From an optimization exercise on the open Yosys and OpenROAD flow, aimed at small area; shortcuts taken in it are not production practice. At most, simulation tests tie the RTL to the original design; equivalence was not proved. Only the layout flow was run in run 6; the RTL was not checked for function there. Power is estimated from default activity; no workload was simulated.

==> design/flow/design.v <==
module branch_history_register #(parameter M = 4) (
    input logic clk,
    input logic reset,
    input logic branch_outcome,   
    output logic [M-1:0] bhr_out  
);
    always_ff @(posedge clk or posedge reset) begin
        if (reset)
            bhr_out <= '0;  
        else
            bhr_out <= {bhr_out[M-2:0], branch_outcome};  
    end
endmodule
module pht_nand2 (input logic a, input logic b, output logic y);
    assign y = ~(a & b);
endmodule
module pht_nand3 (input logic a, input logic b, input logic c, output logic y);
    assign y = ~(a & b & c);
endmodule
module pht_nand4 (input logic [3:0] a, output logic y);
    assign y = ~(&a);
endmodule
module pht_aoi222 (input logic [2:0] s, input logic [2:0] d, output logic y);
    assign y = ~((s[0] & d[0]) | (s[1] & d[1]) | (s[2] & d[2]));
endmodule
module pht_counter #(parameter N = 3) (
    input  logic         clk,
    input  logic         hold,      
    input  logic         col,       
    input  logic [N-1:0] rownew,    
    output logic [N-1:0] q
);
    always_ff @(posedge clk)
        q <= (q & {N{hold}}) | ({N{col}} & rownew);
endmodule
module pht_sel8 (
    input  logic [7:0] sel,
    input  logic [7:0] d,
    output logic       y
);
    logic [3:0] t;
    pht_aoi222 g0 (.s(sel[2:0]), .d(d[2:0]), .y(t[0]));
    pht_aoi222 g1 (.s(sel[5:3]), .d(d[5:3]), .y(t[1]));
    pht_nand2  g2 (.a(sel[6]), .b(d[6]), .y(t[2]));
    pht_nand2  g3 (.a(sel[7]), .b(d[7]), .y(t[3]));
    pht_nand4  g4 (.a(t), .y(y));
endmodule
module pht_sel16 (
    input  logic [15:0] sel,
    input  logic [15:0] d,
    output logic        y
);
    logic [5:0] t;
    logic [1:0] u;
    genvar i;
    generate
        for (i = 0; i < 5; i++) begin : g_a
            pht_aoi222 g (.s(sel[3*i +: 3]), .d(d[3*i +: 3]), .y(t[i]));
        end
    endgenerate
    pht_nand2 g5 (.a(sel[15]), .b(d[15]), .y(t[5]));
    pht_nand3 g6 (.a(t[0]), .b(t[1]), .c(t[2]), .y(u[0]));
    pht_nand3 g7 (.a(t[3]), .b(t[4]), .c(t[5]), .y(u[1]));
    assign y = u[0] | u[1];
endmodule
module pht_col #(parameter N = 3, parameter R = 8) (
    input  logic           clk,
    input  logic [R-1:0]   row_w,    
    input  logic [R-1:0]   row_r,    
    input  logic           col_w,    
    input  logic [R*N-1:0] rownew,
    output logic [N-1:0]   rd        
);
    logic [N-1:0] q [R-1:0];
    logic [R-1:0] qb [N-1:0];
    logic [R-1:0] hold;
    genvar gr, gb;
    generate
        for (gr = 0; gr < R; gr++) begin : g_r
            pht_nand2 hg (.a(row_w[gr]), .b(col_w), .y(hold[gr]));
            pht_counter #(N) ctr (
                .clk(clk), .hold(hold[gr]), .col(col_w),
                .rownew(rownew[gr*N +: N]), .q(q[gr])
            );
            for (gb = 0; gb < N; gb++) begin : g_b
                assign qb[gb][gr] = q[gr][gb];
            end
        end
        for (gb = 0; gb < N; gb++) begin : g_rd
            pht_sel8 rsel (.sel(row_r), .d(qb[gb]), .y(rd[gb]));
        end
    endgenerate
endmodule
module mnk_bit_predictor #(parameter K = 4,
                        parameter N = 2,
                        parameter M = 4
                        ) (
    input logic clk,
    input logic reset,
    input logic [K-1:0] index,
    input logic [M-1:0] bhr_in,
    input logic branch_outcome,        
    output logic prediction            
);
    localparam R = 1 << M;    
    localparam C = 1 << K;    
    logic [R-1:0] row_r, row_w;
    logic [C-1:0] col_r, col_w;
    logic [N-1:0] nxt;
    logic [R*N-1:0] rownew;
    logic [N-1:0] rd [C-1:0];
    logic [C-1:0] rdb [N-1:0];
    logic [N-1:0] cur;
    genvar gr, gc, gb;
    generate
        for (gr = 0; gr < R; gr++) begin : g_rsel
            assign row_r[gr] = (bhr_in == M'(gr));
            assign row_w[gr] = row_r[gr] | reset;
            assign rownew[gr*N +: N] = {N{row_w[gr]}} & nxt;
        end
        for (gc = 0; gc < C; gc++) begin : g_csel
            assign col_r[gc] = (index == K'(gc));
            assign col_w[gc] = col_r[gc] | reset;
        end
        for (gc = 0; gc < C; gc++) begin : g_c
            pht_col #(N, R) pcol (
                .clk(clk), .row_w(row_w), .row_r(row_r), .col_w(col_w[gc]),
                .rownew(rownew), .rd(rd[gc])
            );
            for (gb = 0; gb < N; gb++) begin : g_b
                assign rdb[gb][gc] = rd[gc][gb];
            end
        end
        for (gb = 0; gb < N; gb++) begin : g_rd
            pht_sel16 csel (.sel(col_r), .d(rdb[gb]), .y(cur[gb]));
        end
    endgenerate
    assign prediction = cur[N-1];
    always_comb begin
        if (reset)
            nxt = '0;
        else if (branch_outcome)
            nxt = (&cur) ? cur : cur + 1'b1;
        else
            nxt = (|cur) ? cur - 1'b1 : cur;
    end
endmodule
module predictor_top #(parameter M = 3, parameter K = 4, parameter N = 3) (
    input logic clk,
    input logic reset,
    input logic [K-1:0] index,
    input logic branch_outcome,  
    output logic prediction,      
    output logic success
);
    logic [M-1:0] bhr_out;
    branch_history_register #(M) bhr_inst (
        .clk(clk),
        .reset(reset),
        .branch_outcome(branch_outcome),
        .bhr_out(bhr_out)
    );
    mnk_bit_predictor #(K, N, M) pht_inst (
        .clk(clk),
        .reset(reset),
        .index(index),
        .bhr_in(bhr_out),
        .branch_outcome(branch_outcome),
        .prediction(prediction)
    );
    assign success = ~(prediction ^ branch_outcome);
endmodule
==> design/flow/run.sh <==
#!/bin/bash
# synth_recipe.tcl (not shown) runs the flow's synth.tcl, then flattens the netlist and writes it again
# the make line also repeats each setting of config.mk as NAME=value (left out here)
make -C /OpenROAD-flow-scripts/flow DESIGN_CONFIG=/design/flow/config.mk WORK_HOME=/design/flow/orfs CLKGATE_MAP_FILE= SYNTH_SCRIPT=/design/flow/synth_recipe.tcl finish
==> design/flow/config.mk <==
export PLATFORM = sky130hd
export DESIGN_NAME = predictor_top
export DESIGN_NICKNAME = predictor_top
export VERILOG_FILES = /design/flow/design.v
export SDC_FILE = /design/flow/constraint.sdc
export NUM_CORES = 4
export LEC_CHECK = 0
export CAP_MARGIN = 0
export CORE_MARGIN = 2
export CORE_UTILIZATION = 50
export CTS_BUF_LIST = sky130_fd_sc_hd__clkbuf_8 sky130_fd_sc_hd__clkbuf_16
export CTS_CLUSTER_DIAMETER = 100
export CTS_CLUSTER_SIZE = 30
export PLACE_DENSITY = 0.65
export SLEW_MARGIN = 0
export SYNTH_HIERARCHICAL = 1
export SYNTH_MINIMUM_KEEP_SIZE = 0
==> design/flow/constraint.sdc <==
create_clock -name core_clock -period 6.0 [get_ports {clk}]
set_input_delay 1.2000 -clock core_clock [delete_from_list [all_inputs] [get_ports {clk}]]
set_output_delay 1.2000 -clock core_clock [all_outputs]
set_load 0.01 [all_outputs]
==> results.yml, run 1 <==
setup_path:
  worst-setup-path-type: "flip-flop to primary output"
  cp-end-kind: "primary output"
  cp_max_fo: 46
  slowest_delay_ps: 560
  cp_common_cell: "a222oi_1"
  cp-start-kind: "flip-flop"
  worstPathRequired_ps: 4800
  worst_path_max_delay_cell: "clkdlybuf4s50_1"
  cp_data_arrival_time_ps: 4500
  crit_chain: "nor2b_1 > and2_2 > a222oi_1 > nand4_1 > a222oi_1 > nand3_1 > or2_1 > xnor2_1 > clkdlybuf4s50_1"
sta:
  fmax_mhz: 175.4
  fin_crit_ps: 5703
  slew_viol_final: 0
  tightest_slew_ps: 1085
  rsz0062_at_grt: "false"
  finalSetupViolCount: 0
  max_slew_margin_pct: 27.65
  fin_crit_sh_pct: 95.04
  hold_viol: 0
  tns_ps: 0
  timing.hold.ws_ps: 492.6
  fin_worst_skew_ps: 34.73
logic_synthesis:
  synth_cells: 1283
  synthMuxAreaShare_pct: 0.07993
  synth_cell_types: 33
  synthAdderAreaFrac_pct: 0.1776
  ys_ff_latch: 387
  ys_seq_area_share_pct: 55.10
  syn_area_per_cell_sq_um: 10.98
  ys_warn_count: 16
  yosys.area_share.xor_xnor_pct: 0.06217
  syn_area_sq_um: 14090
  synth_nets: 1292
  synth_top_family_by_area: "compound AO/OA/AOI/OAI gates"
  synthSimpleGateAreaFrac_pct: 11.87
  synth_compound_area_share_pct: 32.44
placement:
  dpl.hpwl_microns: 29960
  placed_area_sq_um: 15020
  place.gp.congestion: 0.9141
  port_buffers: 8
drt:
  post_drt_wl_per_cell_microns: 26.57
  routed.top_layer: "met4"
  wl_met1_microns: 19270
  wirelength_microns: 45760
  vias: 11870
  wl_met2_microns: 20660
  vias_per_cell: 6.895
  drt_pass1_iterations: 10
  drtAntennaViolNets: 0
  first_iter_violations: 1641
  met3_length_microns: 4232
  drcViolationCount: 0
clock_tree:
  postCtsSetupBuffers: 0
  cts_root_buffer: "clkbuf_16"
  htree_levels: 1
  hold_buffers: 0
  cts_resized: 0
  tritoncts: "done"
  numClockSinks: 387
  cts_buffer_depth: 3
  clock_latency_ps: 540
  cts_buffers: 16
  path_clk_slew_ps: 120
layout:
  final_area_sq_um: 15470
  n_antenna_cell: 0
  multiInputGateArea_sq_um: 6411
  final_cell_mix: "a22o_1 (384), dfxtp_1 (384), nand2_1 (238)"
  seq_area_sq_um: 7762
  drive_above_1_share_pct: 8.482
  fill_cells: 2468
  area_delta_synth_final_pct: 9.840
  nNetsFinal: 1350
floorplan:
  die_h_microns: 171.9
  die_x_microns: 171.9
  start_util_pct: 50.71
  die_area_sq_um: 29540
  rows: 61
  ios: 9
  coreArea_sq_um: 27780
power:
  total_power_mw: 4.420
  vdd_drop_max_mv: 0.2323
  p_leak_nw: 5.892
  power_density_nw_per_um2: 285.6
grt:
  grtUsageTotal_pct: 30.64
  grt_max_degree: 50
  antenna_found_initial: 0
  gr-total-overflow: 0
  grt_pass1_vias: 10920
  grt_pass1_wl_microns: 68450
hold_path:
  hold_path_class: "flip-flop to flip-flop"
outcome:
  outcome: "complete, no violations"
job:
  cap_violations: 0
## cells by family after synthesis
kind of cell,count (synthesis)
adder cells (fa/ha/maj),2
multiplexers,1
AND/OR/NAND/NOR,375
buffers and inverters,8
flip-flops,387
XOR/XNOR,1
AO/OA/AOI/OAI,509
## path summary, 6_finish.rpt
kind	start	depth (start not counted)	slack (ps)	endpoint
max	bhr_inst.bhr_out[0]$_DFF_PP0_	9	300	success
min	pht_inst.g_c[6].pcol.g_r[6].ctr.q[0]$_DFF_P_	1	490	pht_inst.g_c[6].pcol.g_r[6].ctr.q[0]$_DFF_P_
max reg2reg	bhr_inst.bhr_out[0]$_DFF_PP0_	13	850	pht_inst.g_c[4].pcol.g_r[1].ctr.q[1]$_DFF_P_
min reg2reg	pht_inst.g_c[6].pcol.g_r[6].ctr.q[0]$_DFF_P_	1	490	pht_inst.g_c[6].pcol.g_r[6].ctr.q[0]$_DFF_P_
max in group asynchronous	reset	2	4220	bhr_inst.bhr_out[2]$_DFF_PP0_
min in group asynchronous	reset	2	1560	bhr_inst.bhr_out[0]$_DFF_PP0_
## cell usage after synthesis, drive strengths merged
cell type / number / share of area [%]
a21oi: 9 / 0.35
clkbuf: 3 / 0.080
and3: 1 / 0.044
and2: 3 / 0.13
dfxtp: 384 / 55
nand3b: 1 / 0.053
or3: 1 / 0.044
and2b: 1 / 0.053
nor4: 1 / 0.044
a22o: 384 / 24
inv: 4 / 0.11
a221o: 1 / 0.080
xnor2: 1 / 0.062
nand4: 48 / 2.1
dfrtp: 3 / 0.53
nor2: 21 / 0.56
a21boi: 1 / 0.053
nand2: 238 / 6.3
or2: 27 / 1.2
o22a: 1 / 0.062
buf: 1 / 0.080
nor2b: 4 / 0.18
nor3: 15 / 0.53
ha: 2 / 0.18
nand2b: 4 / 0.18
mux2: 1 / 0.080
nand4b: 1 / 0.062
nand3: 9 / 0.32
o211ai: 1 / 0.089
o21bai: 1 / 0.053
a222oi: 111 / 7.9
## power by group
group	leakage (nW)	switching [mW]	internal [mW]
logic	2.52	0.267	0.119
registers	3.14	0.0513	2.66
clock network	0.233	0.797	0.530
## worst max-delay path: cells and delay by family (launching register included)
| family | cells | cell delay [ps] |
|---|---|---|
| XOR/XNOR | 1 | 200 |
| AO/OA/AOI/OAI | 2 | 1080 |
| buffers and inverters | 1 | 560 |
| flip-flops | 1 | 490 |
| AND/OR/NAND/NOR | 5 | 1620 |
## final cells by class
cell class,instances,share of cell area (%)
flip-flops and latches,387,50.16
multi-input cells,888,41.43
well taps,378,3.056
clock buffers,18,2.838
repair buffers,44,2.345
inverters,4,0.09702
clock inverters,3,0.07277
## metrics by stage
stage                     cells  setup slack [ps]  util [%]
after floorplan            1283             340.0         -
after global placement     1701              1025     54.08
after detailed placement   1701             960.4     54.08
after CTS                  1722             431.9     55.70
after global routing       1722             192.8     55.70
final                      1722             297.3     55.70
## routing by layer
metal / GRT usage, % / vias to the layer above
met4: 10.52 / 0
met1: 41.52 / 5817
li1: - / 5379
met2: 48.77 / 589
met3: 6.409 / 89
met5: 0 / -
## modules after synthesis, one instance, submodules excluded, excerpt
module | flops+latches | cell area, sq um
predictor_top | 0 | 8.758
pht_nand3 | 0 | 5.005
pht_nand2 | 0 | 3.754
pht_aoi222 | 0 | 10.01
pht_nand4 | 0 | 6.256
pht_sel16 | 0 | 6.256
## registers in the layout, summed over array words and instances (netlist names)
| signal | count |
|---|---|
| pht_inst.g_c.pcol.g_r.ctr.q | 384 |
| bhr_inst.bhr_out | 3 |
==> inputs of run 2 (changes only) <==
--- a/design/flow/config.mk
+++ b/design/flow/config.mk
@@ -7,11 +7,11 @@
 export LEC_CHECK = 0
 export CAP_MARGIN = 0
 export CORE_MARGIN = 2
-export CORE_UTILIZATION = 50
+export CORE_UTILIZATION = 70
 export CTS_BUF_LIST = sky130_fd_sc_hd__clkbuf_8 sky130_fd_sc_hd__clkbuf_16
 export CTS_CLUSTER_DIAMETER = 100
 export CTS_CLUSTER_SIZE = 30
-export PLACE_DENSITY = 0.65
+export PLACE_DENSITY = 0.85
 export SLEW_MARGIN = 0
 export SYNTH_HIERARCHICAL = 1
 export SYNTH_MINIMUM_KEEP_SIZE = 0
==> run 2 against run 1 <==
Highest routed layer unchanged. Count of clock-buffer cells in the layout fell by 1. First-iteration DRC count grew 50%. Largest cell class unchanged. Cell count fell by 6.6%.
==> results.yml, run 2 <==
power:
  vdd_drop_max_mv: 0.3301
  p_leak_nw: 5.882
  pwr-share-comb_pct: 9.2
  switching_power_mw: 1.101
  internal_power_mw: 3.292
  power_density_nw_per_um2: 286.6
  seq_power_share_pct: 61.7
  p_sw_share_pct: 25.07
  clockPowerShare_pct: 29.1
floorplan:
  die_x_microns: 145.9
  die_h_microns: 145.9
  start_util_pct: 71.92
  die_area_sq_um: 21280
  rows: 51
  ios: 9
  coreArea_sq_um: 19590
clock_tree:
  cts_root_buffer: "clkbuf_16"
  postCtsSetupBuffers: 0
  htree_levels: 1
  cts_resized: 0
  cts_buffers: 16
  cts_buffer_depth: 3
  clock_latency_ps: 530
  hold_buffers: 0
  path_clk_slew_ps: 110
  tritoncts: "done"
  numClockSinks: 387
sta:
  tightest_slew_ps: 1160
  finalSetupViolCount: 0
  fmax_mhz: 179.1
  fin_crit_ps: 5583
  timing.hold.ws_ps: 493.9
  max_slew_margin_pct: 22.24
  rsz0062_at_grt: "false"
  slew_viol_final: 0
  fin_crit_sh_pct: 93.05
  layout_setup_ws_ps: 416.7
  fin_worst_skew_ps: 27.25
  hold_viol: 0
  tns_ps: 0
placement:
  dp_slack_ps: 974.0
  place.gp.congestion: 1.006
  placed_area_sq_um: 14890
  port_buffers: 8
  dpl.hpwl_microns: 29930
outcome:
  outcome: "complete, no violations"
layout:
  final_cell_mix: "a22o_1 (384), dfxtp_1 (384), nand2_1 (238)"
  area_delta_synth_final_pct: 8.774
  final_area_sq_um: 15320
  top_regs: "pht_inst.g_c.pcol.g_r.ctr.q x384, bhr_inst.bhr_out x3"
  nNetsFinal: 1350
  top_register: "pht_inst.g_c.pcol.g_r.ctr.q"
  fill_cells: 1351
  largest_reg_flops: 384
  final_util_pct: 78.23
  drive_above_1_share_pct: 8.271
drt:
  vias: 12760
  drt_pass1_iterations: 11
  wirelength_microns: 47460
  drcViolationCount: 0
  first_iter_violations: 2459
  drtAntennaViolNets: 0
  post_drt_wl_per_cell_microns: 29.51
  vias_per_cell: 7.938
setup_path:
  cp-start-kind: "flip-flop"
  timing.rr.start: "bhr_inst.bhr_out[0]$_DFF_PP0_"
  cp_max_fo: 32
  cp_data_arrival_time_ps: 4380
  crit_start: "bhr_inst.bhr_out[0]$_DFF_PP0_"
  worstPathRequired_ps: 4800
  worst-setup-path-type: "flip-flop to primary output"
  cp-end-kind: "primary output"
logic_synthesis:
  ys_warn_count: 16
  ys_ff_latch: 387
  synth_ff_type: "dfxtp_1"
  syn_area_sq_um: 14090
  synth_cell_types: 33
  synth_nets: 1292
  ys_async_sr_fraction_pct: 0.7752
  syn_area_per_cell_sq_um: 10.98
  synthTopCellsByArea: "dfxtp_1 (55%), a22o_1 (24%), a222oi_1 (7.9%)"
  ys_seq_area_share_pct: 55.10
  synth-edff-count: 0
  synth_cells: 1283
  synth_top_area_cell: "dfxtp_1"
  synth_common_cells: "a22o_1 (384), dfxtp_1 (384), nand2_1 (238), a222oi_1 (111), nand4_1 (48)"
  yosysTopAreaCellShare_pct: 54.56
grt:
  antenna_found_initial: 0
  grt_pass1_wl_microns: 70690
  gr-total-overflow: 0
  grtUsageTotal_pct: 42.89
  grt_pass1_vias: 11800
  grt_max_degree: 50
hold_path:
  hold_start: "pht_inst.g_c[3].pcol.g_r[7].ctr.q[0]$_DFF_P_"
  hold_path_class: "flip-flop to flip-flop"
job:
  cap_violations: 0
-- run 2: cell counts after synthesis --
Identical to the previous run, type by type.
-- run 2: cell type report --
type                       count  area (sq um)  area share [%]
inverter                       4         15.01         0.09798
clock inverter                 2         8.758         0.05715
antenna                        1         2.502         0.01633
tap                          265         331.6           2.164
sequential                   387          7762           50.65
clock buffer                  17         425.4           2.776
timing repair buffer          44         375.4           2.449
multi-input combinational    888          6404           41.79
-- run 2: stage by stage --
step | std cells | total power, mW
global route | 1607 | 4.490
CTS | 1607 | 4.369
finish | 1608 | 4.393
global placement | 1588 | 3.132
floorplan | 1283 | 2.997
detailed placement | 1588 | 3.145
-- run 2: critical path, stage by stage, from the launching register on --
cell             delay [ps]
dfrtp_1                 510
nor2_1                  120
and2_2                  480
buf_4                   340
a222oi_1                430
nand4_1                 160
a222oi_1                490
nand3_1                 170
or2_1                   390
xnor2_1                 190
clkdlybuf4s50_1         560
-- run 2: Yosys stat by module (local to each module, per instance), excerpt --
module | copies in the design | area, sq um | cells
pht_aoi222 | 111 | 10.01 | 1
pht_nand2 | 227 | 3.754 | 1
pht_nand3 | 6 | 5.005 | 1
pht_nand4 | 48 | 6.256 | 1
pht_sel16 | 3 | 6.256 | 1
predictor_top | 1 | 8.758 | 1
-- run 2: power groups by stage --
stage | clock (mW) | sequential (mW) | combinational [mW]
global route | 1.35 | 2.72 | 0.421
CTS | 1.28 | 2.71 | 0.385
finish | 1.28 | 2.71 | 0.403
detailed placement | 0 | 2.76 | 0.383
global placement | 0 | 2.76 | 0.371
floorplan | 0 | 2.75 | 0.250
-- run 2: final timing paths --
path	end	slack [ps]	cells after the start
min reg2reg	pht_inst.g_c[3].pcol.g_r[7].ctr.q[0]$_DFF_P_	490	1
min in group asynchronous	bhr_inst.bhr_out[0]$_DFF_PP0_	1090	3
min	pht_inst.g_c[3].pcol.g_r[7].ctr.q[0]$_DFF_P_	490	1
max in group asynchronous	bhr_inst.bhr_out[1]$_DFF_PP0_	4790	3
max reg2reg	pht_inst.g_c[9].pcol.g_r[0].ctr.q[2]$_DFF_P_	710	14
max	success	420	10
-- run 2: logic make-up (layout without fill, tap and decap cells) --
kind of cell / after synthesis / count (layout) / synth area share (%)
compound gates: 509 / 509 / 32.44
xor+xnor: 1 / 1 / 0.06218
fa+ha+maj: 2 / 2 / 0.1776
buf+inv: 8 / 67 / 0.2664
flops: 387 / 387 / 55.10
mux: 1 / 1 / 0.07992
other cells: 0 / 1 / 0
simple gates: 375 / 375 / 11.87
-- run 2: layer usage --
metal | share of wire [%] | global-route usage, % | wire [microns]
met1 | 37 | 59.37 | 17790
met2 | 40 | 60.33 | 19090
met3 | 16 | 12.88 | 7415
met4 | 6.7 | 23.09 | 3159
met5 | 0 | 0 | 0
==> inputs of run 3 (changes only) <==
--- a/design/flow/config.mk
+++ b/design/flow/config.mk
@@ -7,11 +7,11 @@
 export LEC_CHECK = 0
 export CAP_MARGIN = 0
 export CORE_MARGIN = 2
-export CORE_UTILIZATION = 70
+export CORE_UTILIZATION = 60
 export CTS_BUF_LIST = sky130_fd_sc_hd__clkbuf_8 sky130_fd_sc_hd__clkbuf_16
 export CTS_CLUSTER_DIAMETER = 100
 export CTS_CLUSTER_SIZE = 30
-export PLACE_DENSITY = 0.85
+export PLACE_DENSITY = 0.75
 export SLEW_MARGIN = 0
 export SYNTH_HIERARCHICAL = 1
 export SYNTH_MINIMUM_KEEP_SIZE = 0
==> run 3 against run 2 <==
Count of clock-buffer cells in the layout is the same. Register-to-register slack gained 70 ps. Largest cell class unchanged. Global-route usage shrank 7.1 points. Clock power is essentially flat. Synthesized cell count is the same. Sequential power is essentially flat. Core utilization shrank 12 points. Still clean on timing, DRC and antenna. Routed wire length shrank 5.1%.
==> results.yml, run 3 <==
outcome:
  outcome: "complete, no violations"
sta:
  slew_viol_final: 0
  fin_worst_skew_ps: 20.47
  rsz0062_at_grt: "false"
  tightest_slew_ps: 1239
  hold_viol: 0
  fin_crit_ps: 5536
  finalSetupViolCount: 0
  fmax_mhz: 180.7
  max_slew_margin_pct: 17.39
  tns_ps: 0
  fin_crit_sh_pct: 92.26
logic_synthesis:
  synth_ff_type: "dfxtp_1"
  synth_cell_types: 33
  synth_top_area_cell: "dfxtp_1"
  ys_async_sr_fraction_pct: 0.7752
  synth_nets: 1292
  yosysTopAreaCellShare_pct: 54.56
  ys_warn_count: 16
  synthTopCellsByArea: "dfxtp_1 (55%), a22o_1 (24%), a222oi_1 (7.9%)"
  synth_cells: 1283
  ys_ff_latch: 387
  synth_common_cells: "a22o_1 (384), dfxtp_1 (384), nand2_1 (238), a222oi_1 (111), nand4_1 (48)"
  ys_seq_area_share_pct: 55.10
  synth-edff-count: 0
  syn_area_per_cell_sq_um: 10.98
  syn_area_sq_um: 14090
power:
  total_power_mw: 4.387
  pwr-share-comb_pct: 8.8
  vdd_drop_max_mv: 0.2994
  seq_power_share_pct: 61.7
  internal_power_mw: 3.290
  clockPowerShare_pct: 29.5
  p_sw_share_pct: 25.00
  p_leak_nw: 5.854
  power_density_nw_per_um2: 285.6
  switching_power_mw: 1.097
clock_tree:
  cts_buffer_depth: 3
  postCtsSetupBuffers: 0
  cts_resized: 0
  htree_levels: 1
  hold_buffers: 0
  tritoncts: "done"
  path_clk_slew_ps: 120
  numClockSinks: 387
  cts_root_buffer: "clkbuf_16"
  cts_buffers: 16
  clock_latency_ps: 530
floorplan:
  coreArea_sq_um: 23260
  start_util_pct: 60.56
  die_area_sq_um: 24720
  rows: 56
  die_x_microns: 157.2
  ios: 9
  die_h_microns: 157.2
layout:
  nNetsFinal: 1345
  largest_reg_flops: 384
  top_register: "pht_inst.g_c.pcol.g_r.ctr.q"
  top_regs: "pht_inst.g_c.pcol.g_r.ctr.q x384, bhr_inst.bhr_out x3"
  drive_above_1_share_pct: 8.153
  final_util_pct: 66.03
  n_antenna_cell: 0
  area_delta_synth_final_pct: 9.023
  fill_cells: 1860
  final_cell_mix: "a22o_1 (384), dfxtp_1 (384), nand2_1 (238)"
setup_path:
  cp-end-kind: "primary output"
  timing.rr.start: "bhr_inst.bhr_out[0]$_DFF_PP0_"
  cp_data_arrival_time_ps: 4340
  cp_max_fo: 49
  crit_start: "bhr_inst.bhr_out[0]$_DFF_PP0_"
  worstPathRequired_ps: 4800
  r2r_cells: 14
  worst-setup-path-type: "flip-flop to primary output"
  cp-start-kind: "flip-flop"
drt:
  first_iter_violations: 2025
  post_drt_wl_per_cell_microns: 27.20
  wirelength_microns: 45050
  drcViolationCount: 0
  vias_per_cell: 7.351
  drtAntennaViolNets: 0
  vias: 12170
  drt_pass1_iterations: 8
grt:
  antenna_found_initial: 0
  grt_pass1_vias: 11290
  grt_max_degree: 50
  gr-total-overflow: 0
  grtUsageTotal_pct: 35.75
  grt_pass1_wl_microns: 67390
placement:
  dpl.hpwl_microns: 28920
  port_buffers: 8
  place.gp.congestion: 0.9474
hold_path:
  hold_path_class: "flip-flop to flip-flop"
  hold_start: "pht_inst.g_c[9].pcol.g_r[4].ctr.q[0]$_DFF_P_"
  hold_depth: 1
job:
  cap_violations: 0
run 3: layout make-up:
cell class / instances / area, sq um / area share, %
clock buffers: 17 / 425.4 / 2.770
clock inverters: 2 / 8.758 / 0.05702
inverters: 4 / 15.01 / 0.09775
multi-input cells: 888 / 6411 / 41.74
flip-flops and latches: 387 / 7762 / 50.54
well taps: 319 / 399.1 / 2.599
repair buffers: 39 / 337.8 / 2.199
run 3: cells by family after synthesis:
| kind of cell | synth area share (%) |
|---|---|
| AO/OA/AOI/OAI | 32.44 |
| XOR/XNOR | 0.06218 |
| adder cells (fa/ha/maj) | 0.1776 |
| buffers and inverters | 0.2664 |
| flip-flops | 55.10 |
| multiplexers | 0.07992 |
| AND/OR/NAND/NOR | 11.87 |
run 3: modules after synthesis (local to each module, per instance), excerpt:
module | flip-flops and latches | area [sq um] | cells inside | copies in the design
pht_sel16 | 0 | 6.256 | 1 | 3
pht_nand3 | 0 | 5.005 | 1 | 6
pht_aoi222 | 0 | 10.01 | 1 | 111
pht_nand4 | 0 | 6.256 | 1 | 48
predictor_top | 0 | 8.758 | 1 | 1
pht_nand2 | 0 | 3.754 | 1 | 227
run 3: final timing paths:
| kind | to | slack [ps] |
|---|---|---|
| worst max-delay path | success | 460 |
| worst min-delay path | pht_inst.g_c[9].pcol.g_r[4].ctr.q[0]$_DFF_P_ | 490 |
| worst max register to register | pht_inst.g_c[7].pcol.g_r[0].ctr.q[2]$_DFF_P_ | 780 |
| worst min register to register | pht_inst.g_c[9].pcol.g_r[4].ctr.q[0]$_DFF_P_ | 490 |
| max in group asynchronous | bhr_inst.bhr_out[2]$_DFF_PP0_ | 4230 |
| min in group asynchronous | bhr_inst.bhr_out[0]$_DFF_PP0_ | 1580 |
run 3: power groups by stage:
stage | clock (mW) | sequential [mW] | combinational (mW)
after global placement | 0 | 2.76 | 0.370
after CTS | 1.30 | 2.71 | 0.377
after floorplan | 0 | 2.75 | 0.250
after global routing | 1.38 | 2.72 | 0.412
final | 1.29 | 2.71 | 0.387
after detailed placement | 0 | 2.76 | 0.376
run 3: metal layers:
metal | wire length [microns] | track usage, % | part of all wire [%]
met5 | 0 | 0 | 0
met2 | 19540 | 53.52 | 43
met4 | 2081 | 16.10 | 4.6
met1 | 18520 | 49.28 | 41
met3 | 4905 | 8.343 | 11
run 3: worst max-delay path, stage by stage (launching register included):
cell,delay [ps]
dfrtp_1,480
nor2b_1,200
and2_2,590
a222oi_1,550
nand4_1,180
a222oi_1,460
nand3_1,150
or2_1,410
xnor2_1,210
clkdlybuf4s50_1,560
run 3: through the flow:
stage	hold WS [ps]	cell area, sq um	instances	setup slack [ps]
final	489.8	15360	1656	464.5
after global routing	503.5	15360	1656	316.9
after CTS	493.0	15360	1656	536.6
after detailed placement	463.3	14930	1637	903.2
after global placement	460.5	14930	1637	913.2
after floorplan	448.0	14090	1283	340.0
==> inputs of run 4 (changes only) <==
--- a/design/flow/config.mk
+++ b/design/flow/config.mk
@@ -8,9 +8,10 @@
 export CAP_MARGIN = 0
 export CORE_MARGIN = 2
 export CORE_UTILIZATION = 60
-export CTS_BUF_LIST = sky130_fd_sc_hd__clkbuf_8 sky130_fd_sc_hd__clkbuf_16
+export CTS_BUF_LIST = sky130_fd_sc_hd__clkbuf_16
 export CTS_CLUSTER_DIAMETER = 100
 export CTS_CLUSTER_SIZE = 30
+export GPL_ROUTABILITY_DRIVEN = 0
 export PLACE_DENSITY = 0.75
 export SLEW_MARGIN = 0
 export SYNTH_HIERARCHICAL = 1
==> run 4 against run 3 <==
Sequential share of layout area down 0.099 points. Critical path depth unchanged. Maximum frequency down 2.0%. Clock skew down 1.8 ps. Clock power about the same. Routed wire length up 0.77%. Synthesized cell count unchanged. Synthesized area unchanged. Worst hold slack worse by 0.91 ps. Global-route usage up 0.27 points. Die area unchanged. Critical path type unchanged. Largest power group unchanged. Highest routed layer unchanged.
==> results.yml, run 4 <==
clock_tree:
  cts_buffers: 16
  hold_buffers: 0
  clock_latency_ps: 530
  htree_levels: 1
  cts_buffer_depth: 3
  path_clk_slew_ps: 120
  tritoncts: "done"
  numClockSinks: 387
  cts_root_buffer: "clkbuf_16"
  postCtsSetupBuffers: 0
  cts_resized: 0
sta:
  tns_ps: 0
  fin_crit_sh_pct: 94.13
  layout_setup_ws_ps: 352.2
  fmax_mhz: 177.1
  rsz0062_at_grt: "false"
  slew_viol_final: 0
  finalSetupViolCount: 0
  fin_worst_skew_ps: 18.71
  fin_crit_ps: 5648
  max_slew_margin_pct: 9.517
  hold_viol: 0
  tightest_slew_ps: 1350
floorplan:
  coreArea_sq_um: 23260
  die_x_microns: 157.2
  start_util_pct: 60.56
  rows: 56
  ios: 9
  die_h_microns: 157.2
  die_area_sq_um: 24720
setup_path:
  cp_max_fo: 49
  cp_data_arrival_time_ps: 4450
  cp-end-kind: "primary output"
  timing.rr.start: "bhr_inst.bhr_out[0]$_DFF_PP0_"
  cp-start-kind: "flip-flop"
  r2r_cells: 14
  crit_start: "bhr_inst.bhr_out[0]$_DFF_PP0_"
  r2r_setup_slack_ps: 590
  worst-setup-path-type: "flip-flop to primary output"
  worstPathRequired_ps: 4800
  r2r-end: "pht_inst.g_c[4].pcol.g_r[6].ctr.q[2]$_DFF_P_"
layout:
  final_area_sq_um: 15390
  n_antenna_cell: 0
  nNetsFinal: 1349
  area_delta_synth_final_pct: 9.237
  final_cell_mix: "a22o_1 (384), dfxtp_1 (384), nand2_1 (238)"
  top_regs: "pht_inst.g_c.pcol.g_r.ctr.q x384, bhr_inst.bhr_out x3"
  drive_above_1_share_pct: 8.427
  final_util_pct: 66.16
  top_register: "pht_inst.g_c.pcol.g_r.ctr.q"
  largest_reg_flops: 384
power:
  p_leak_nw: 5.876
  seq_power_share_pct: 61.6
  total_power_mw: 4.392
  p_sw_share_pct: 25.07
  switching_power_mw: 1.101
  clockPowerShare_pct: 29.5
  pwr-share-comb_pct: 8.9
  power_density_nw_per_um2: 285.4
  vdd_drop_max_mv: 0.2692
  internal_power_mw: 3.291
logic_synthesis:
  synth_cell_types: 33
  ys_ff_latch: 387
  synth_cells: 1283
  synth_nets: 1292
  ys_async_sr_fraction_pct: 0.7752
  ys_warn_count: 16
  synth_ff_type: "dfxtp_1"
  syn_area_per_cell_sq_um: 10.98
  ys_seq_area_share_pct: 55.10
  syn_area_sq_um: 14090
  synth_common_cells: "a22o_1 (384), dfxtp_1 (384), nand2_1 (238), a222oi_1 (111), nand4_1 (48)"
  synthTopCellsByArea: "dfxtp_1 (55%), a22o_1 (24%), a222oi_1 (7.9%)"
  yosysTopAreaCellShare_pct: 54.56
  synth-edff-count: 0
  synth_top_area_cell: "dfxtp_1"
grt:
  grt_util_met2_pct: 54.29
  grtUsageMet3_pct: 7.131
  grt_max_degree: 50
  met1_usage_pct: 52.10
  top_usage_layer: "met2"
  grt_pass1_vias: 11040
  antenna_found_initial: 0
  grtUsageTotal_pct: 36.02
  grt_pass1_wl_microns: 67830
  gr-total-overflow: 0
drt:
  wirelength_microns: 45390
  vias: 12280
  drcViolationCount: 0
  vias_per_cell: 7.396
  drt_pass1_iterations: 9
  drtAntennaViolNets: 0
  post_drt_wl_per_cell_microns: 27.35
  first_iter_violations: 2195
hold_path:
  whs_endpoint: "pht_inst.g_c[15].pcol.g_r[1].ctr.q[0]$_DFF_P_"
  hold_path_class: "flip-flop to flip-flop"
  hold_start: "pht_inst.g_c[15].pcol.g_r[1].ctr.q[0]$_DFF_P_"
  hold_depth: 1
job:
  cap_violations: 0
placement:
  dp_slack_ps: 719.5
  port_buffers: 8
  placed_area_sq_um: 14960
  dpl.hpwl_microns: 29030
outcome:
  outcome: "complete, no violations"
## run 4: worst max-delay path by stage
stage                                                     to
5_1_grt                                              success
3_5_place_dp    pht_inst.g_c[0].pcol.g_r[6].ctr.q[2]$_DFF_P_
4_1_cts                                              success
6_report                                             success
3_3_place_gp   pht_inst.g_c[13].pcol.g_r[6].ctr.q[2]$_DFF_P_
2_1_floorplan   pht_inst.g_c[0].pcol.g_r[0].ctr.q[2]$_DFF_P_
## run 4: cell type report
class                      count  area, sq um
clock buffer                  17        425.4
clock inverter                 2        8.758
fill                        1889         7873
inverter                       4        15.01
multi-input combinational    888         6411
sequential                   387         7762
tap                          319        399.1
timing repair buffer          43        367.9
## run 4: cell families (layout without fill, tap and decap cells)
family / after synthesis / after routing / share of synthesized area, %
AO/OA/AOI/OAI: 509 / 509 / 32.44
XOR/XNOR: 1 / 1 / 0.06218
adder cells (fa/ha/maj): 2 / 2 / 0.1776
buffers and inverters: 8 / 66 / 0.2664
flip-flops: 387 / 387 / 55.10
multiplexers: 1 / 1 / 0.07992
AND/OR/NAND/NOR: 375 / 375 / 11.87
## run 4: modules after synthesis (local to each module, per instance), excerpt
module / cells inside / flops+latches / cell area [sq um]
pht_aoi222: 1 / 0 / 10.01
predictor_top: 1 / 0 / 8.758
pht_nand4: 1 / 0 / 6.256
pht_sel16: 1 / 0 / 6.256
pht_nand3: 1 / 0 / 5.005
pht_nand2: 1 / 0 / 3.754
## run 4: metal layers
metal | wire [microns] | share of wire, %
met5 | 0 | 0
met4 | 1595 | 3.5
met3 | 5488 | 12
met2 | 19860 | 44
met1 | 18450 | 41
## run 4: worst max-delay path: stages, from the launching register on
cell	delay (ps)
dfrtp_1	480
nor2b_1	200
and2_2	600
a222oi_1	590
nand4_1	250
a222oi_1	430
nand3_1	180
or2_1	390
xnor2_1	200
clkdlybuf4s50_1	560
## run 4: stage by stage
stage,hold slack [ps],std cells
final,488.9,1660
after floorplan,448.0,1283
after global routing,506.4,1660
after global placement,459.9,1641
after detailed placement,463.9,1641
after CTS,492.7,1660
## run 4: power by group through the flow
stage	clock, mW	sequential (mW)	combinational, mW
after global routing	1.38	2.72	0.415
final	1.29	2.71	0.391
after CTS	1.30	2.70	0.379
after global placement	0	2.76	0.372
after detailed placement	0	2.76	0.377
after floorplan	0	2.75	0.250
==> inputs of run 5 (changes only) <==
==> design/flow/config.mk (replaced) <==
export PLATFORM = sky130hd
export DESIGN_NAME = predictor_top
export DESIGN_NICKNAME = predictor_top
export VERILOG_FILES = /design/flow/design.v
export SDC_FILE = /design/flow/constraint.sdc
export NUM_CORES = 4
export LEC_CHECK = 0
export CAP_MARGIN = 0
export CORE_MARGIN = 2
export CORE_UTILIZATION = 75
export CTS_BUF_LIST = sky130_fd_sc_hd__clkbuf_16
export CTS_CLUSTER_DIAMETER = 80
export CTS_CLUSTER_SIZE = 30
export PLACE_DENSITY = 0.9
export SLEW_MARGIN = 0
export SYNTH_HIERARCHICAL = 1
export SYNTH_MINIMUM_KEEP_SIZE = 0
==> run 5 against run 4 <==
Still clean. Core utilization rose by 16 points. Die area fell by 20%. Cell area fell by 1.0%. Maximum frequency rose by 2.7%. Largest power group unchanged. Highest routed layer is now met5.
==> results.yml, run 5 <==
setup_path:
  cp_common_cell: "a222oi_1"
  cp-end-kind: "primary output"
  worst_path_max_delay_cell: "a222oi_1"
  worst-setup-path-type: "flip-flop to primary output"
  cp-start-kind: "flip-flop"
  r2r_cells: 13
  worstPathRequired_ps: 4800
  r2r-end: "pht_inst.g_c[1].pcol.g_r[5].ctr.q[1]$_DFF_P_"
  cp_max_fo: 49
  slowest_delay_ps: 620
  crit_chain: "nor2b_1 > and2_2 > a222oi_1 > nand4_1 > a222oi_1 > nand3_1 > or2_1 > xnor2_1 > clkdlybuf4s50_1"
  r2r_setup_slack_ps: 800
  critPathBufInv: 1
  cp_data_arrival_time_ps: 4300
  timing.rr.start: "bhr_inst.bhr_out[0]$_DFF_PP0_"
  path_delay_family: "simple AND/OR/NAND/NOR gates"
logic_synthesis:
  synthTopCellsByArea: "dfxtp_1 (55%), a22o_1 (24%), a222oi_1 (7.9%)"
  synth_common_cells: "a22o_1 (384), dfxtp_1 (384), nand2_1 (238), a222oi_1 (111), nand4_1 (48)"
  ys_warn_count: 16
  yosysTopAreaCellShare_pct: 54.56
  synth-edff-count: 0
  syn_area_per_cell_sq_um: 10.98
  ys_async_sr_fraction_pct: 0.7752
  syn_area_sq_um: 14090
  synth_nets: 1292
  ys_ff_latch: 387
  synth_cell_types: 33
  synth_cells: 1283
  ys_seq_area_share_pct: 55.10
  synth_ff_type: "dfxtp_1"
  synth_top_area_cell: "dfxtp_1"
drt:
  vias_per_cell: 8.020
  drcViolationCount: 0
  first_iter_violations: 2270
  vias: 12610
  drtAntennaViolNets: 0
  post_drt_wl_per_cell_microns: 28.16
  wirelength_microns: 44270
  drt_pass1_iterations: 8
hold_path:
  hold_start: "pht_inst.g_c[15].pcol.g_r[1].ctr.q[0]$_DFF_P_"
  whs_endpoint: "pht_inst.g_c[15].pcol.g_r[1].ctr.q[0]$_DFF_P_"
  hold_depth: 1
  hold_path_class: "flip-flop to flip-flop"
grt:
  gr-total-overflow: 0
  antenna_found_initial: 1
  grt_pass1_vias: 11530
  grt_max_degree: 50
  grtUsageTotal_pct: 42.95
  grt_pass1_wl_microns: 66410
placement:
  dp_slack_ps: 1009
  placedCellCount: 1554
  place.gp.congestion: 0.9502
  port_buffers: 8
  dpl.hpwl_microns: 28070
  placed_area_sq_um: 14800
floorplan:
  die_h_microns: 141.1
  die_x_microns: 141.1
  rows: 50
  start_util_pct: 75.82
  die_area_sq_um: 19900
  coreArea_sq_um: 18580
  ios: 9
sta:
  fmax_mhz: 181.8
  finalSetupViolCount: 0
  fin_crit_sh_pct: 91.66
  tightest_slew_ps: 1233
  rsz0062_at_grt: "false"
  max_slew_margin_pct: 17.81
  layout_setup_ws_ps: 500.6
  fin_worst_skew_ps: 15.63
  fin_crit_ps: 5499
  timing.hold.ws_ps: 485.6
  tns_ps: 0
  slew_viol_final: 0
  hold_viol: 0
clock_tree:
  cts_resized: 0
  cts_buffer_depth: 3
  postCtsSetupBuffers: 0
  path_clk_slew_ps: 110
  numClockSinks: 387
  hold_buffers: 0
  cts_root_buffer: "clkbuf_16"
  clock_latency_ps: 520
  cts_buffers: 16
  tritoncts: "done"
  htree_levels: 1
layout:
  largest_reg_flops: 384
  drive_above_1_share_pct: 7.698
  nNetsFinal: 1347
  area_delta_synth_final_pct: 8.117
  seq_area_sq_um: 7762
  top_register: "pht_inst.g_c.pcol.g_r.ctr.q"
  n_antenna_cell: 0
  fill_cells: 1141
  top_regs: "pht_inst.g_c.pcol.g_r.ctr.q x384, bhr_inst.bhr_out x3"
  final_util_pct: 81.98
  final_area_sq_um: 15230
  final_cell_mix: "a22o_1 (384), dfxtp_1 (384), nand2_1 (238)"
  multiInputGateArea_sq_um: 6391
  instances_no_fill: 1572
power:
  power_density_nw_per_um2: 287.0
  vdd_drop_max_mv: 0.2307
  total_power_mw: 4.372
  p_leak_nw: 5.859
outcome:
  outcome: "complete, no violations"
job:
  cap_violations: 0
==> run 5: routing by layer <==
metal	GRT usage (%)	wire, microns	vias to the layer above
li1	-	-	5373
met1	58.43	16480	5982
met2	64.52	19030	1014
met3	9.681	6028	236
met4	22.47	2719	2
met5	0	15	-
==> run 5: cells by family (layout without fill, tap and decap cells) <==
group	count (synthesis)	after routing	share of synthesized area, %
AO/OA/AOI/OAI	509	509	32.44
XOR/XNOR	1	1	0.06218
adder cells (fa/ha/maj)	2	2	0.1776
buffers and inverters	8	63	0.2664
flip-flops	387	387	55.10
multiplexers	1	1	0.07992
AND/OR/NAND/NOR	375	375	11.87
==> run 5: report_power, final <==
group | internal, mW | leakage (nW) | switching [mW] | total, mW
clock | 0.514 | 0.213 | 0.759 | 1.27
sequential | 2.66 | 3.14 | 0.0535 | 2.71
combinational | 0.118 | 2.50 | 0.271 | 0.389
total | 3.29 | 5.86 | 1.08 | 4.37
==> run 5: how the worst max path moves through the flow <==
stage                                  startpoint                                       endpoint  slack [ps]  cells after the start
global route        bhr_inst.bhr_out[1]$_DFF_PP0_                                        success         400                     10
CTS                 bhr_inst.bhr_out[0]$_DFF_PP0_                                        success         640                      9
detailed placement                       index[3]  pht_inst.g_c[14].pcol.g_r[5].ctr.q[2]$_DFF_P_        1010                     12
floorplan           bhr_inst.bhr_out[2]$_DFF_PP0_   pht_inst.g_c[0].pcol.g_r[0].ctr.q[2]$_DFF_P_         340                     13
finish              bhr_inst.bhr_out[0]$_DFF_PP0_                                        success         500                      9
global placement                         index[0]                                        success        1100                      8
==> run 5: area by class of cell <==
type                       count  share of cell area, %
clock inverter                 1                0.03286
clock buffer                  17                  2.793
sequential                   387                  50.96
multi-input combinational    888                  41.96
inverter                       4                0.09857
timing repair buffer          41                  2.234
tap                          234                  1.922
==> run 5: per-module statistics from Yosys (local to each module, per instance), a selection <==
module	flip-flops and latches	area (sq um)	copies in the design
pht_nand3	0	5.005	6
pht_aoi222	0	10.01	111
predictor_top	0	8.758	1
pht_nand4	0	6.256	48
pht_sel16	0	6.256	3
pht_nand2	0	3.754	227
==> inputs of run 6 (changes only) <==
--- a/design/flow/design.v
+++ b/design/flow/design.v
@@ -104,8 +104,8 @@
 );
     localparam R = 1 << M;    
     localparam C = 1 << K;    
-    logic [R-1:0] row_r, row_w;
-    logic [C-1:0] col_r, col_w;
+    logic [R-1:0] row_w;
+    logic [C-1:0] col_w;
     logic [N-1:0] nxt;
     logic [R*N-1:0] rownew;
     logic [N-1:0] rd [C-1:0];
@@ -114,17 +114,15 @@
     genvar gr, gc, gb;
     generate
         for (gr = 0; gr < R; gr++) begin : g_rsel
-            assign row_r[gr] = (bhr_in == M'(gr));
-            assign row_w[gr] = row_r[gr] | reset;
+            assign row_w[gr] = (bhr_in == M'(gr)) | reset;
             assign rownew[gr*N +: N] = {N{row_w[gr]}} & nxt;
         end
         for (gc = 0; gc < C; gc++) begin : g_csel
-            assign col_r[gc] = (index == K'(gc));
-            assign col_w[gc] = col_r[gc] | reset;
+            assign col_w[gc] = (index == K'(gc)) | reset;
         end
         for (gc = 0; gc < C; gc++) begin : g_c
             pht_col #(N, R) pcol (
-                .clk(clk), .row_w(row_w), .row_r(row_r), .col_w(col_w[gc]),
+                .clk(clk), .row_w(row_w), .row_r(row_w), .col_w(col_w[gc]),
                 .rownew(rownew), .rd(rd[gc])
             );
             for (gb = 0; gb < N; gb++) begin : g_b
@@ -132,7 +130,7 @@
             end
         end
         for (gb = 0; gb < N; gb++) begin : g_rd
-            pht_sel16 csel (.sel(col_r), .d(rdb[gb]), .y(cur[gb]));
+            pht_sel16 csel (.sel(col_w), .d(rdb[gb]), .y(cur[gb]));
         end
     endgenerate
     assign prediction = cur[N-1];
==> design/flow/config.mk (replaced) <==
export PLATFORM = sky130hd
export DESIGN_NAME = predictor_top
export DESIGN_NICKNAME = predictor_top
export VERILOG_FILES = /design/flow/design.v
export SDC_FILE = /design/flow/constraint.sdc
export NUM_CORES = 4
export LEC_CHECK = 0
export CAP_MARGIN = 0
export CORE_MARGIN = 2
export CORE_UTILIZATION = 60
export CTS_BUF_LIST = sky130_fd_sc_hd__clkbuf_8 sky130_fd_sc_hd__clkbuf_16
export CTS_CLUSTER_DIAMETER = 100
export CTS_CLUSTER_SIZE = 30
export PLACE_DENSITY = 0.75
export SLEW_MARGIN = 0
export SYNTH_HIERARCHICAL = 1
export SYNTH_MINIMUM_KEEP_SIZE = 0
==> run 6 against run 5 <==
Non-clock buffer count grew 45. Synthesized cell count is 1.9% lower. Cell area is 3.1% higher. Global-route usage down 9.6 points. Count of clock-buffer cells in the layout stayed put. Sequential power increased by 28%. Sequential share of layout area is 1.6 points lower. Critical path depth rose by 1. Critical endpoint is now prediction. Largest power group unchanged.
==> results.yml, run 6 <==
logic_synthesis:
  yosysTopAreaCellShare_pct: 54.86
  synth_nets: 1268
  syn_area_sq_um: 14010
  ys_ff_latch: 387
  ys_async_sr_fraction_pct: 0.7752
  synth_cells: 1259
  ys_seq_area_share_pct: 55.39
  synth_ff_type: "dfxtp_1"
  synth_common_cells: "a22o_1 (384), dfxtp_1 (384), nand2_1 (235), a222oi_1 (111), nand4_1 (48)"
  synthTopCellsByArea: "dfxtp_1 (55%), a22o_1 (24%), a222oi_1 (7.9%)"
  syn_area_per_cell_sq_um: 11.13
  synth_cell_types: 30
  ys_warn_count: 16
  synth-edff-count: 0
  synth_top_area_cell: "dfxtp_1"
sta:
  finalSetupViolCount: 0
  tightest_slew_ps: 1335
  fmax_mhz: 176.4
  fin_crit_ps: 5670
  hold_viol: 0
  rsz0062_at_grt: "false"
  max_slew_margin_pct: 10.89
  timing.hold.ws_ps: 492.3
  slew_viol_final: 0
  tns_ps: 0
  fin_worst_skew_ps: 16.24
  fin_crit_sh_pct: 94.51
layout:
  multiInputGateArea_sq_um: 6310
  drive_above_1_share_pct: 10.22
  seq_area_sq_um: 7762
  final_cell_mix: "a22o_1 (384), dfxtp_1 (384), nand2_1 (235)"
  n_antenna_cell: 0
  top_register: "pht_inst.g_c.pcol.g_r.ctr.q"
  largest_reg_flops: 384
  final_util_pct: 68.97
  top_regs: "pht_inst.g_c.pcol.g_r.ctr.q x384, bhr_inst.bhr_out x3"
  nNetsFinal: 1368
  fill_cells: 1722
  area_delta_synth_final_pct: 12.11
grt:
  grt_max_degree: 45
  antenna_found_initial: 0
  grt_pass1_vias: 11040
  gr-total-overflow: 0
  grt_pass1_wl_microns: 63640
  grtUsageTotal_pct: 33.33
clock_tree:
  cts_buffer_depth: 3
  tritoncts: "done"
  cts_root_buffer: "clkbuf_16"
  htree_levels: 1
  path_clk_slew_ps: 110
  numClockSinks: 387
  hold_buffers: 0
  clock_latency_ps: 530
  cts_buffers: 16
setup_path:
  path_delay_family: "buffers and inverters"
  crit_chain: "clkdlybuf4s50_1 > buf_4 > a21o_2 > buf_12 > a222oi_1 > nand4_1 > a222oi_1 > nand3_1 > or2_4 > clkdlybuf4s50_1"
  cp_max_fo: 36
  worst-setup-path-type: "primary input to primary output"
  cp_data_arrival_time_ps: 4470
  r2r_setup_slack_ps: 1050
  worst_path_max_delay_cell: "a222oi_1"
  r2r-end: "pht_inst.g_c[1].pcol.g_r[0].ctr.q[2]$_DFF_P_"
  critPathBufInv: 4
  cp-end-kind: "primary output"
  cp-start-kind: "primary input"
  worstPathRequired_ps: 4800
  slowest_delay_ps: 520
  crit_start: "reset"
  r2r_cells: 15
  timing.rr.start: "bhr_inst.bhr_out[1]$_DFF_PP0_"
job:
  cap_violations: 0
hold_path:
  hold_start: "pht_inst.g_c[3].pcol.g_r[2].ctr.q[0]$_DFF_P_"
  whs_endpoint: "pht_inst.g_c[3].pcol.g_r[2].ctr.q[0]$_DFF_P_"
  hold_depth: 1
  hold_path_class: "flip-flop to flip-flop"
placement:
  dpl.hpwl_microns: 27440
  port_buffers: 8
  place.gp.congestion: 0.9029
drt:
  wl_met2_microns: 17890
  vias: 12020
  drtAntennaViolNets: 0
  met3_length_microns: 4156
  vias_per_cell: 7.186
  first_iter_violations: 1716
  drcViolationCount: 0
  post_drt_wl_per_cell_microns: 24.90
  wl_met1_microns: 17950
  wirelength_microns: 41660
  routed.top_layer: "met4"
  drt_pass1_iterations: 8
floorplan:
  die_area_sq_um: 24590
  rows: 55
  ios: 9
  die_h_microns: 156.8
  start_util_pct: 61.52
  die_x_microns: 156.8
  coreArea_sq_um: 22780
power:
  total_power_mw: 6.681
  power_density_nw_per_um2: 425.2
  p_leak_nw: 6.288
  vdd_drop_max_mv: 0.3643
outcome:
  outcome: "complete, no violations"
==> run 6: cell types whose count changed after synthesis, moves of 3 or more <==
cell,change
a21o_1,+15
a31o_2,+8
and2_1,-3
nand2_1,-3
nand2b_1,-4
nor2_1,-8
nor2b_1,+3
nor3_1,-7
or2_2,-24
==> run 6: power breakdown <==
part | internal, mW | switching (mW)
registers | 3.13 | 0.323
clock network | 0.516 | 0.776
logic | 0.887 | 1.05
==> run 6: layer usage <==
| metal | GRT usage, % | vias to the layer above |
|---|---|---|
| li1 | - | 5414 |
| met1 | 48.59 | 5850 |
| met2 | 49.44 | 644 |
| met3 | 6.065 | 114 |
| met4 | 11.97 | 0 |
| met5 | 0 | - |
==> run 6: cell families (layout without fill, tap and decap cells) <==
group                      count (synthesis)  count (layout)  share of synthesized area (%)
DFF                                      387             387                          55.39
and+or+nand+nor                          326             326                          10.00
AOI/OAI and AO/OA                        533             533                          33.99
buffers and inverters                      9             110                         0.2946
muxes                                      1               1                        0.08035
xor gates and xnor gates                   1               1                        0.06251
adders and majority gates                  2               2                         0.1785
==> run 6: per-module statistics from Yosys, one instance, submodules excluded, excerpt <==
module         area (sq um)  cells inside  times used  flip-flops and latches
pht_nand2             3.754             1         227                       0
predictor_top         8.758             1           1                       0
pht_aoi222            10.01             1         111                       0
pht_nand3             5.005             1           6                       0
pht_sel16             6.256             1           3                       0
pht_nand4             6.256             1          48                       0
==> run 6: final cells by class <==
class	count	share of cell area, %
clock inverters	2	0.05575
flip-flops and latches	387	49.41
clock buffers	17	2.708
repair buffers	86	5.049
inverters	5	0.1195
well taps	313	2.493
multi-input cells	863	40.16
==> run 6: worst max path at each step <==
stage	slack (ps)	endpoint	depth (start not counted)
final	330	prediction	10
after global routing	140	prediction	10
after CTS	10	success	11
after detailed placement	60	success	11
after global placement	70	success	11
after floorplan	740	pht_inst.g_c[0].pcol.g_r[0].ctr.q[2]$_DFF_P_	14
==> run 6: through the flow <==
| step | std cells | setup slack (ps) | cell area (sq um) |
|---|---|---|---|
| finish | 1673 | 329.7 | 15710 |
| global route | 1673 | 137.3 | 15710 |
| global placement | 1654 | 69.41 | 15270 |
| floorplan | 1259 | 742.8 | 14010 |
| CTS | 1673 | 9.837 | 15710 |
| detailed placement | 1654 | 56.72 | 15270 |
==> run 6: what timing repair did <==
item	4_1_cts	5_1_grt
gates resized for setup	0	2
buffers inserted	0	0
endpoints found under the setup margin	0	1
==> run 6: worst reg2reg max path, cell delays in order, from the launching register on <==
cell	delay (ps)
dfrtp_1	470
nor2b_1	210
a21o_2	260
buf_12	170
a222oi_1	460
nand4_1	140
a222oi_1	590
nand3_1	280
or2_1	410
inv_1	110
ha_1	160
mux2_2	160
o211ai_2	130
nor3_2	810
buf_4	370
a22o_1	160
==> inputs of run 7 (changes only) <==
--- a/design/flow/design.v
+++ b/design/flow/design.v
@@ -17,8 +17,11 @@
 module pht_nand3 (input logic a, input logic b, input logic c, output logic y);
     assign y = ~(a & b & c);
 endmodule
-module pht_nand4 (input logic [3:0] a, output logic y);
-    assign y = ~(&a);
+module pht_aoi22_nand3 (input logic [1:0] s, input logic [1:0] d,
+                        input logic a, input logic b, output logic y);
+    logic t;
+    assign t = ~((s[0] & d[0]) | (s[1] & d[1]));
+    assign y = ~(a & b & t);
 endmodule
 module pht_aoi222 (input logic [2:0] s, input logic [2:0] d, output logic y);
     assign y = ~((s[0] & d[0]) | (s[1] & d[1]) | (s[2] & d[2]));
@@ -38,12 +41,10 @@
     input  logic [7:0] d,
     output logic       y
 );
-    logic [3:0] t;
-    pht_aoi222 g0 (.s(sel[2:0]), .d(d[2:0]), .y(t[0]));
-    pht_aoi222 g1 (.s(sel[5:3]), .d(d[5:3]), .y(t[1]));
-    pht_nand2  g2 (.a(sel[6]), .b(d[6]), .y(t[2]));
-    pht_nand2  g3 (.a(sel[7]), .b(d[7]), .y(t[3]));
-    pht_nand4  g4 (.a(t), .y(y));
+    logic [1:0] t;
+    pht_aoi222      g0 (.s(sel[2:0]), .d(d[2:0]), .y(t[0]));
+    pht_aoi222      g1 (.s(sel[5:3]), .d(d[5:3]), .y(t[1]));
+    pht_aoi22_nand3 g2 (.s(sel[7:6]), .d(d[7:6]), .a(t[0]), .b(t[1]), .y(y));
 endmodule
 module pht_sel16 (
     input  logic [15:0] sel,
@@ -104,8 +105,8 @@
 );
     localparam R = 1 << M;    
     localparam C = 1 << K;    
-    logic [R-1:0] row_w;
-    logic [C-1:0] col_w;
+    logic [R-1:0] row_r, row_w;
+    logic [C-1:0] col_r, col_w;
     logic [N-1:0] nxt;
     logic [R*N-1:0] rownew;
     logic [N-1:0] rd [C-1:0];
@@ -114,15 +115,17 @@
     genvar gr, gc, gb;
     generate
         for (gr = 0; gr < R; gr++) begin : g_rsel
-            assign row_w[gr] = (bhr_in == M'(gr)) | reset;
+            assign row_r[gr] = (bhr_in == M'(gr));
+            assign row_w[gr] = row_r[gr] | reset;
             assign rownew[gr*N +: N] = {N{row_w[gr]}} & nxt;
         end
         for (gc = 0; gc < C; gc++) begin : g_csel
-            assign col_w[gc] = (index == K'(gc)) | reset;
+            assign col_r[gc] = (index == K'(gc));
+            assign col_w[gc] = col_r[gc] | reset;
         end
         for (gc = 0; gc < C; gc++) begin : g_c
             pht_col #(N, R) pcol (
-                .clk(clk), .row_w(row_w), .row_r(row_w), .col_w(col_w[gc]),
+                .clk(clk), .row_w(row_w), .row_r(row_r), .col_w(col_w[gc]),
                 .rownew(rownew), .rd(rd[gc])
             );
             for (gb = 0; gb < N; gb++) begin : g_b
@@ -130,7 +133,7 @@
             end
         end
         for (gb = 0; gb < N; gb++) begin : g_rd
-            pht_sel16 csel (.sel(col_w), .d(rdb[gb]), .y(cur[gb]));
+            pht_sel16 csel (.sel(col_r), .d(rdb[gb]), .y(cur[gb]));
         end
     endgenerate
     assign prediction = cur[N-1];
==> design/flow/config.mk (replaced) <==
export PLATFORM = sky130hd
export DESIGN_NAME = predictor_top
export DESIGN_NICKNAME = predictor_top
export VERILOG_FILES = /design/flow/design.v
export SDC_FILE = /design/flow/constraint.sdc
export NUM_CORES = 4
export LEC_CHECK = 0
export CAP_MARGIN = 0
export CORE_MARGIN = 2
export CORE_UTILIZATION = 75
export CTS_BUF_LIST = sky130_fd_sc_hd__clkbuf_16
export CTS_CLUSTER_DIAMETER = 80
export CTS_CLUSTER_SIZE = 30
export PLACE_DENSITY = 0.9
export SLEW_MARGIN = 0
export SYNTH_HIERARCHICAL = 1
export SYNTH_MINIMUM_KEEP_SIZE = 0
==> run 7 against run 6 <==
Still clean on timing, DRC and antenna. Cell count decreased by 8.7%. Critical path depth is the same. Worst hold slack about the same. Non-clock buffer count shrank 45.
==> results.yml, run 7 <==
outcome:
  outcome: "complete, no violations"
drt:
  drcViolationCount: 0
  drtAntennaViolNets: 0
  vias: 12230
  post_drt_wl_per_cell_microns: 29.52
  wirelength_microns: 45080
  first_iter_violations: 2336
  drt_pass1_iterations: 9
  vias_per_cell: 8.009
floorplan:
  die_x_microns: 140.8
  die_h_microns: 140.8
  die_area_sq_um: 19810
  rows: 50
  start_util_pct: 75.76
  ios: 9
  coreArea_sq_um: 18520
logic_synthesis:
  synth_common_cells: "a22o_1 (384), dfxtp_1 (384), nand2_1 (142), a222oi_1 (111), nand3_1 (57)"
  syn_area_per_cell_sq_um: 11.36
  synth-edff-count: 0
  ys_warn_count: 16
  syn_area_sq_um: 14030
  synth_nets: 1244
  ys_seq_area_share_pct: 55.33
  synth_ff_type: "dfxtp_1"
  synth_cells: 1235
  synth_top_area_cell: "dfxtp_1"
  synthTopCellsByArea: "dfxtp_1 (55%), a22o_1 (24%), a222oi_1 (7.9%)"
  synth_cell_types: 33
  ys_ff_latch: 387
  yosysTopAreaCellShare_pct: 54.80
  ys_async_sr_fraction_pct: 0.7752
clock_tree:
  postCtsSetupBuffers: 0
  cts_buffers: 16
  cts_resized: 0
  numClockSinks: 387
  tritoncts: "done"
  hold_buffers: 0
  htree_levels: 1
  clock_latency_ps: 530
  cts_buffer_depth: 3
  path_clk_slew_ps: 110
  cts_root_buffer: "clkbuf_16"
sta:
  tns_ps: 0
  finalSetupViolCount: 0
  fmax_mhz: 181.6
  fin_crit_ps: 5506
  hold_viol: 0
  fin_crit_sh_pct: 91.77
  rsz0062_at_grt: "false"
  timing.hold.ws_ps: 492.3
  fin_worst_skew_ps: 21.61
  tightest_slew_ps: 1277
  slew_viol_final: 0
  max_slew_margin_pct: 14.78
placement:
  dpl.hpwl_microns: 28640
  port_buffers: 8
  place.gp.congestion: 0.9920
grt:
  grt_max_degree: 50
  antenna_found_initial: 0
  grtUsageTotal_pct: 44.42
  grt_pass1_vias: 11630
  gr-total-overflow: 0
  grt_pass1_wl_microns: 68160
layout:
  drive_above_1_share_pct: 8.507
  nNetsFinal: 1299
  top_regs: "pht_inst.g_c.pcol.g_r.ctr.q x384, bhr_inst.bhr_out x3"
  top_register: "pht_inst.g_c.pcol.g_r.ctr.q"
  final_cell_mix: "a22o_1 (384), dfxtp_1 (384), nand2_1 (142)"
  n_antenna_cell: 0
  fill_cells: 1128
  largest_reg_flops: 384
  area_delta_synth_final_pct: 8.366
setup_path:
  cp-start-kind: "flip-flop"
  cp-end-kind: "primary output"
  cp_data_arrival_time_ps: 4310
  cp_max_fo: 35
  worst-setup-path-type: "flip-flop to primary output"
  worstPathRequired_ps: 4800
power:
  pwr-share-comb_pct: 9.0
  vdd_drop_max_mv: 0.3235
  power_density_nw_per_um2: 288.7
  switching_power_mw: 1.097
  p_leak_nw: 5.892
  seq_power_share_pct: 61.7
  clockPowerShare_pct: 29.3
  internal_power_mw: 3.292
  p_sw_share_pct: 25.00
hold_path:
  hold_path_class: "flip-flop to flip-flop"
job:
  cap_violations: 0
run 7: cell types whose count changed after synthesis, sizes merged, moves of 4 or more:
cell	previous run	this run
nand2	235	142
a22oi	0	48
nand3	9	57
nand4	48	0
or2	3	27
a21o	15	0
a31o	8	0
nor2	13	21
nor3	8	15
nand2b	0	4
run 7: kinds of logic (layout without fill, tap and decap cells):
family                   count (synthesis)  in the layout  synth area share, %
AO/OA/AOI/OAI                          557            557                35.15
AND/OR/NAND/NOR                        279            279                8.928
multiplexers                             1              1              0.08027
adder cells (fa/ha/maj)                  2              2               0.1784
buffers and inverters                    8             66               0.2675
flip-flops                             387            387                55.33
XOR/XNOR                                 1              1              0.06244
run 7: stage by stage:
step | area [sq um] | setup slack [ps] | instances | power [mW] | util, %
floorplan | 14030 | 348.3 | 1235 | 2.998 | -
global placement | 14760 | 1131 | 1506 | 3.122 | 79.72
detailed placement | 14760 | 1062 | 1506 | 3.138 | 79.72
CTS | 15200 | 627.0 | 1527 | 4.364 | 82.09
global route | 15200 | 376.0 | 1527 | 4.502 | 82.09
finish | 15200 | 494.0 | 1527 | 4.389 | 82.09
run 7: worst paths after layout:
kind	from	to	slack (ps)	cells past startpoint
max in group asynchronous	reset	bhr_inst.bhr_out[0]$_DFF_PP0_	4290	2
min reg2reg	pht_inst.g_c[6].pcol.g_r[4].ctr.q[0]$_DFF_P_	pht_inst.g_c[6].pcol.g_r[4].ctr.q[0]$_DFF_P_	490	1
max reg2reg	bhr_inst.bhr_out[0]$_DFF_PP0_	pht_inst.g_c[11].pcol.g_r[3].ctr.q[2]$_DFF_P_	800	15
min in group asynchronous	reset	bhr_inst.bhr_out[1]$_DFF_PP0_	1510	2
min	pht_inst.g_c[6].pcol.g_r[4].ctr.q[0]$_DFF_P_	pht_inst.g_c[6].pcol.g_r[4].ctr.q[0]$_DFF_P_	490	1
max	bhr_inst.bhr_out[0]$_DFF_PP0_	success	490	10
run 7: per-module statistics from Yosys, one instance, submodules excluded, a selection:
module           flops+latches  cells inside  times used  cell area [sq um]
pht_nand2                    0             1         131              3.754
pht_nand3                    0             1           6              5.005
pht_aoi22_nand3              0             2          48              12.51
pht_sel16                    0             1           3              6.256
predictor_top                0             1           1              8.758
pht_aoi222                   0             1         111              10.01
run 7: worst max-delay path, stage by stage, from the launching register on:
cell             delay (ps)
dfrtp_1                 490
nor2b_1                 200
and2_2                  490
buf_4                   340
a222oi_1                400
nand3_1                 200
a222oi_1                400
nand3_1                 100
or2_1                   400
xnor2_1                 190
clkdlybuf4s50_1         550
run 7: cell type report:
| cell class | instances | area, sq um | area share (%) |
|---|---|---|---|
| Sequential cell | 387 | 7762 | 51.06 |
| Multi-Input combinational cell | 840 | 6351 | 41.78 |
| Clock buffer | 17 | 425.4 | 2.798 |
| Timing Repair Buffer | 41 | 340.3 | 2.239 |
| Tap cell | 234 | 292.8 | 1.926 |
| Clock inverter | 4 | 15.01 | 0.09877 |
| Inverter | 4 | 15.01 | 0.09877 |
run 7: routing by layer:
layer | track usage (%) | wire length (microns)
met1 | 61.91 | 16560
met2 | 65.13 | 19050
met3 | 10.46 | 6825
met4 | 22.42 | 2642
met5 | 0 | 0
run 7: power groups by stage:
stage / clock (mW) / combinational [mW] / sequential [mW]
after floorplan: 0 / 0.251 / 2.75
after global placement: 0 / 0.362 / 2.76
after detailed placement: 0 / 0.375 / 2.76
after CTS: 1.28 / 0.377 / 2.71
after global routing: 1.37 / 0.412 / 2.72
final: 1.29 / 0.394 / 2.71

-- static timing again, ports no longer ideal --
The results above use ideal ports. As a check the final layouts listed here were re-extracted and re-timed, cells and wires unchanged. Step 1 sets driving cells, clkbuf_16 on the clock port and buf_2 on the other inputs (assumed; they add their load-dependent delay and slew). Step 2 times the ports against the registers' clock, not the clock port: input delays grow and output delays shrink by t, the midpoint of the rising clock arrivals with the driver on. Three values: no drivers, after step 1, after step 2; two values: the first two.
| run | t (ns) | setup WS [ns] | hold WS [ns] | latest minus earliest clock arrival (ns) |
|---|---|---|---|---|
| run 1 | 0.577 | 0.297 / 0.245 / 0.730 | 0.493 / 0.493 / 0.493 | 0.035 / 0.035 |
| run 2 | 0.568 | 0.417 / 0.369 / 0.594 | 0.494 / 0.494 / 0.494 | 0.028 / 0.027 |
| run 3 | 0.575 | 0.464 / 0.410 / 0.736 | 0.490 / 0.490 / 0.490 | 0.021 / 0.020 |
| run 4 | 0.573 | 0.352 / 0.300 / 0.474 | 0.489 / 0.489 / 0.489 | 0.019 / 0.019 |
| run 5 | 0.566 | 0.501 / 0.451 / 0.777 | 0.486 / 0.486 / 0.486 | 0.015 / 0.015 |
| run 6 | 0.569 | 0.330 / 0.306 / -0.141 | 0.492 / 0.492 / 0.492 | 0.016 / 0.016 |
| run 7 | 0.569 | 0.494 / 0.446 / 0.759 | 0.492 / 0.492 / 0.492 | 0.022 / 0.022 |
With both steps, setup timing fails in run 6, where it was met with ideal ports. The setup slack of run 6, which loses most, moves by -0.024 ns with the drivers and by -0.471 ns with both steps.
